Context: an optimization exercise on an open-source flow, tuned for small area, a short achievable clock period and few clock cycles. The choices shown serve that exercise and are no tape-out recipe.
At most, simulation tests tie the RTL to the original design; equivalence was not proved.

==> module FPU, before the edit <==
module FPU
	#(
		parameter PRECISION = 32
	) (
		input [PRECISION-1:0] A,
		input [PRECISION-1:0] B,
		input Clk,
		input Reset,
		input [1:0] Operation,
		output [PRECISION-1:0] Result,
		output Done
	);
	localparam [31:0] C32 = 32'b0_01111111_11100001111000011110001;
	localparam [31:0] C48 = 32'b0_10000000_01101001011010010110101;
	localparam [31:0] TWO = 32'h40000000;
	reg [31:0] rA, rB;
	reg [1:0] rOp;
	reg [31:0] X, Y;
	reg [2:0] iter;
	reg D;
	reg sStart, sA0, sT, sS, sX, sF;
	reg negY;
	wire [31:0] Nq = {rA[31], 8'd126, rA[22:0]};
	wire [31:0] Dq = {rB[31], 8'd126, rB[22:0]};
	wire divSpecial;
	wire [31:0] divSpecialResult;
	wire [8:0] expDiff;
	FP_DivCheck chk (.A(rA), .B(rB), .special(divSpecial), .specialResult(divSpecialResult), .expDiff(expDiff));
	wire isDiv = rOp[1] & rOp[0];
	wire [31:0] mulA = sStart ? (rOp[0] ? C32 : rA) : sT ? X : sX ? {Y[31] ^ negY, Y[30:0]} : Nq;
	wire [31:0] mulB = (sStart | sT) ? {rB[31], ((sStart & ~rOp[0]) ? rB[30:23] : 8'd126), rB[22:0]} : X;
	wire [7:0] mulAdj = sF ? expDiff[7:0] - 8'd254 : 8'd0;
	wire [31:0] mulR;
	FP_Multiplier mul (.A(mulA), .B(mulB), .expAdj(mulAdj), .Result(mulR));
	wire addDiv = rOp[1];
	wire [31:0] addA = addDiv ? (sA0 ? C48 : TWO) : rA;
	wire [31:0] addB = addDiv ? Y : rB;
	wire addOp = addDiv | rOp[0];
	wire [31:0] addR;
	fadd_comb add (.inA(addA), .inB(addB), .op(addOp), .out(addR));
	wire converged = (mulR[31:1] == 31'h1fc00000);
	wire stop = (mulR == X) | (iter == 3'd6);
	wire bigT = (mulR[30:23] >= 8'd152) & (mulR[30:23] != 8'hff);
	always @(posedge Clk) begin
		if (Reset) begin
			rA <= A;
			rB <= B;
			rOp <= Operation;
		end
		sStart <= Reset;
		sA0 <= ~Reset & sStart & isDiv & ~divSpecial;
		sT <= ~Reset & (sA0 | (sX & ~stop));
		sS <= ~Reset & sT & ~converged & ~bigT;
		sX <= ~Reset & (sS | (sT & ~converged & bigT));
		negY <= sT;
		sF <= ~Reset & ((sT & converged) | (sX & stop));
		D <= ~Reset & (D | (sStart & ~(isDiv & ~divSpecial)) | sF);
		if (sStart)
			X <= ~rOp[1] ? addR : ~rOp[0] ? mulR : divSpecialResult;
		if (sA0)
			X <= addR;
		if (sX | sF)
			X <= mulR;
		if (sStart | sT)
			Y <= mulR;
		if (sS)
			Y <= addR;
		if (sA0)
			iter <= 3'd1;
		if (sX)
			iter <= iter + 3'd1;
	end
	assign Result = X;
	assign Done = D;
endmodule
export LEC_CHECK = 0
export CAP_MARGIN = 20
export CORE_MARGIN = 2
export CORE_UTILIZATION = 40
export SLEW_MARGIN = 20
create_clock -name core_clock -period 40.0 [get_ports {Clk}]
standard.sh (not shown) runs the stock make flow with config.mk's settings and CLKGATE_MAP_FILE= SYNTH_SCRIPT=/design/flow/synth_recipe.tcl, a recipe that flattens the netlist after the stock synthesis.
==> flow/flow/run.sh <==
#!/bin/bash
# Standard ORFS layout (the standard.sh, unchanged synthesis), with
# repair_timing asked to leave a larger setup margin than the default so the
# resizer works on the critical paths although the 40 ns clock is met.
set -euo pipefail
cd "$(dirname "$0")/.."
bash standard.sh SETUP_SLACK_MARGIN=30 finish > standard_flow.log 2>&1
Next try:
--- a/flow/design.v
+++ b/flow/design.v
@@ -1124,46 +1124,43 @@
 	reg [31:0] rA, rB;
 	reg [1:0] rOp;
 	reg [31:0] X, Y;
 	reg [2:0] iter;
 	reg D;
 	reg sStart, sA0, sT, sS, sX, sF;
-	reg negY;
 	wire [31:0] Nq = {rA[31], 8'd126, rA[22:0]};
 	wire [31:0] Dq = {rB[31], 8'd126, rB[22:0]};
 	wire divSpecial;
 	wire [31:0] divSpecialResult;
 	wire [8:0] expDiff;
 	FP_DivCheck chk (.A(rA), .B(rB), .special(divSpecial), .specialResult(divSpecialResult), .expDiff(expDiff));
 	wire isDiv = rOp[1] & rOp[0];
-	wire [31:0] mulA = sStart ? (rOp[0] ? C32 : rA) : sT ? X : sX ? {Y[31] ^ negY, Y[30:0]} : Nq;
+	wire [31:0] mulA = sStart ? (rOp[0] ? C32 : rA) : sT ? X : sX ? Y : Nq;
 	wire [31:0] mulB = (sStart | sT) ? {rB[31], ((sStart & ~rOp[0]) ? rB[30:23] : 8'd126), rB[22:0]} : X;
 	wire [7:0] mulAdj = sF ? expDiff[7:0] - 8'd254 : 8'd0;
 	wire [31:0] mulR;
 	FP_Multiplier mul (.A(mulA), .B(mulB), .expAdj(mulAdj), .Result(mulR));
 	wire addDiv = rOp[1];
 	wire [31:0] addA = addDiv ? (sA0 ? C48 : TWO) : rA;
 	wire [31:0] addB = addDiv ? Y : rB;
 	wire addOp = addDiv | rOp[0];
 	wire [31:0] addR;
 	fadd_comb add (.inA(addA), .inB(addB), .op(addOp), .out(addR));
 	wire converged = (mulR[31:1] == 31'h1fc00000);
 	wire stop = (mulR == X) | (iter == 3'd6);
-	wire bigT = (mulR[30:23] >= 8'd152) & (mulR[30:23] != 8'hff);
 	always @(posedge Clk) begin
 		if (Reset) begin
 			rA <= A;
 			rB <= B;
 			rOp <= Operation;
 		end
 		sStart <= Reset;
 		sA0 <= ~Reset & sStart & isDiv & ~divSpecial;
 		sT <= ~Reset & (sA0 | (sX & ~stop));
-		sS <= ~Reset & sT & ~converged & ~bigT;
-		sX <= ~Reset & (sS | (sT & ~converged & bigT));
-		negY <= sT;
+		sS <= ~Reset & sT & ~converged;
+		sX <= ~Reset & sS;
 		sF <= ~Reset & ((sT & converged) | (sX & stop));
 		D <= ~Reset & (D | (sStart & ~(isDiv & ~divSpecial)) | sF);
 		if (sStart)
 			X <= ~rOp[1] ? addR : ~rOp[0] ? mulR : divSpecialResult;
 		if (sA0)
 			X <= addR;
Result: The changed run passed the timing, DRC and antenna checks; via count went up by 2.9%; utilization fell by 2.0 points; clock skew is about the same; maximum frequency rose by 4.0%.
No functional check of the RTL was part of any run of this note.

FPU, a different RTL version from the one above (not shown whole).
Size: about 5200 cells after synthesis, about 140 flip-flops.
==> flow/config.mk <==
export PLATFORM = sky130hd
export DESIGN_NAME = FPU
export DESIGN_NICKNAME = FPU
export VERILOG_FILES = /design/flow/design.v
export SDC_FILE = /design/flow/constraint.sdc
export NUM_CORES = 4
export LEC_CHECK = 0
export ABC_AREA = 1
export CAP_MARGIN = 20
export CORE_MARGIN = 2
export CORE_UTILIZATION = 40
export SLEW_MARGIN = 20
==> flow/constraint.sdc <==
create_clock -name core_clock -period 40.0 [get_ports {Clk}]
set_input_delay 8.0000 -clock core_clock [delete_from_list [all_inputs] [get_ports {Clk}]]
set_output_delay 8.0000 -clock core_clock [all_outputs]
set_load 0.01 [all_outputs]
==> flow/flow/run.sh <==
#!/bin/bash
# Standard ORFS layout (the standard.sh, unchanged synthesis), with
# repair_timing asked to leave a larger setup margin than the default so the
# resizer works on the critical paths although the 40 ns clock is met.
set -euo pipefail
cd "$(dirname "$0")/.."
bash standard.sh SETUP_SLACK_MARGIN=30.8 finish > standard_flow.log 2>&1
Testbench counts at the start, summed over its fixed seeds: cycles 81,175.
==> next run, changes <==
--- a/flow/design.v
+++ b/flow/design.v
@@ -6,26 +6,25 @@
 );
 	wire       sA = inA[31];
 	wire [7:0] eA = inA[30:23];
 	wire [23:0] mA = {1'b1, inA[22:0]};
 	wire       sB = inB[31] ^ op;
 	wire [7:0] eB = inB[30:23];
 	wire [23:0] mB = {1'b1, inB[22:0]};
-	wire eGt = eA > eB;
-	wire eEq = eA == eB;
-	wire Aisbig = eGt | (eEq & (mA > mB));
+	wire Aisbig = inA[30:0] > inB[30:0];
 	wire diffSign = sA ^ sB;
 	wire [7:0] dAB = eA - eB;
 	wire [7:0] dBA = eB - eA;
+	wire [23:0] mBal = mB >> dAB[4:0];
+	wire [23:0] mAal = mA >> dBA[4:0];
 	wire sBig = Aisbig ? sA : sB;
 	wire [7:0] eBig = Aisbig ? eA : eB;
 	wire [23:0] mBig = Aisbig ? mA : mB;
-	wire [23:0] mSmall = Aisbig ? mB : mA;
+	wire [23:0] mAl = Aisbig ? mBal : mAal;
 	wire [7:0] d = Aisbig ? dAB : dBA;
-	wire [23:0] mAl = mSmall >> d[4:0];
 	wire [24:0] sum = {1'b0, mBig} + {1'b0, mAl};
 	wire [23:0] dif = mBig - mAl;
 	reg [4:0] lz;
 	integer i;
 	always @(*) begin
 		lz = 5'd24;
 		for (i = 0; i < 24; i = i + 1)
@@ -81,21 +80,22 @@
 	wire A_zero = (A == 32'h00000000);
 	wire B_zero = (B == 32'h00000000);
 	wire A_inf = (A[30:0] == 31'h7f800000);
 	wire B_inf = (B[30:0] == 31'h7f800000);
 	wire A_nan = (A == 32'h7fffffff);
 	wire B_nan = (B == 32'h7fffffff);
 	wire [8:0] sum0 = e1 + e2;
+	wire [8:0] sum1 = e1 + e2 + 9'd1;
 	wire ov0 = sum0 > 9'd381;
-	wire ov1 = sum0 > 9'd380;           
+	wire ov1 = sum1 > 9'd381;
 	wire un0 = sum0 < 9'd127;
-	wire un1 = sum0 < 9'd126;           
-	wire [7:0] x0 = sum0[7:0] + 8'd129 + expAdj;    
-	wire [7:0] x1 = x0 + 8'd1;
-	wire [7:0] xInf = expAdj - 8'd1;    
+	wire un1 = sum1 < 9'd127;
+	wire [7:0] x0 = sum0[7:0] - 8'd127 + expAdj;
+	wire [7:0] x1 = sum1[7:0] - 8'd127 + expAdj;
+	wire [7:0] xInf = 8'hff + expAdj;
 	wire [7:0] xZero = expAdj;
 	wire nanRes = ((A_zero & B_inf) | (B_zero & A_inf)) |
 	              (~(A_inf | B_inf) & ~(A_zero | B_zero) & (A_nan | B_nan));
 	wire infRes = ~nanRes & (A_inf | B_inf);
 	wire zeroRes = ~nanRes & ~infRes & (A_zero | B_zero);
 	wire special = nanRes | infRes | zeroRes;
 	wire sSpecial = infRes ? (s1 ^ s2) : 1'b0;
@@ -1132,15 +1132,15 @@
 	wire divSpecial;
 	wire [31:0] divSpecialResult;
 	wire [8:0] expDiff;
 	FP_DivCheck chk (.A(rA), .B(rB), .special(divSpecial), .specialResult(divSpecialResult), .expDiff(expDiff));
 	wire isDiv = rOp[1] & rOp[0];
 	wire [31:0] mulA = sStart ? (rOp[0] ? C32 : rA) : sT ? X : sX ? {Y[31] ^ negY, Y[30:0]} : Nq;
 	wire [31:0] mulB = (sStart | sT) ? {rB[31], ((sStart & ~rOp[0]) ? rB[30:23] : 8'd126), rB[22:0]} : X;
-	wire [7:0] mulAdj = sF ? rA[30:23] - rB[30:23] : 8'd0;    
+	wire [7:0] mulAdj = sF ? expDiff[7:0] - 8'd254 : 8'd0;
 	wire [31:0] mulR;
 	FP_Multiplier mul (.A(mulA), .B(mulB), .expAdj(mulAdj), .Result(mulR));
 	wire addDiv = rOp[1];
 	wire [31:0] addA = addDiv ? (sA0 ? C48 : TWO) : rA;
 	wire [31:0] addB = Y;
 	wire addOp = addDiv | rOp[0];
 	wire [31:0] addR;
Outcome: Routed wire length rose by 7.6%. Critical path depth fell by 1. Global-route usage rose by 1.1 points. Core utilization fell by 1.5 points. Die area rose by 3.9%. Via count rose by 4.7%. Cell count rose by 3.3%. Worst setup slack is better by 0.038 ns. Sequential share of layout area stays flat. Design area rose by 0.63%.
Testbench counts after the change, summed over its fixed seeds: cycles 81,175.

[afterwards: timing with drivers on the ports]
The flow's constraints put no driver on any port. The routed layouts listed below were extracted and timed again, unchanged, in two steps. Step 1 sets driving cells, clkbuf_16 on the clock port and buf_2 on the other inputs (assumed; they add their load-dependent delay and slew). Step 2 also shifts input and output timing later by t, the mid clock arrival at the registers, as if the neighbouring blocks saw the same clock. Three values: ideal ports, drivers, drivers and shift; two values: the first two.
run | shift t [ns] | setup WS [ns] | slew at the worst register clock pin (ns)
the first run of note 1 | 0.519 | 29.591 / 29.591 / 29.591 | 0.08 / 0.08
the second run of note 1 | 0.548 | 29.992 / 29.935 / 30.221 | 0.08 / 0.08
the first run of note 2 | 0.512 | 30.754 / 30.697 / 30.342 | 0.07 / 0.07
the second run of note 2 | 0.486 | 30.792 / 30.742 / 30.384 | 0.08 / 0.08
After both steps setup and hold are still met in every run listed. The setup slack of the first run of note 2, which loses most, moves by -0.057 ns with the drivers and by -0.412 ns with both steps.
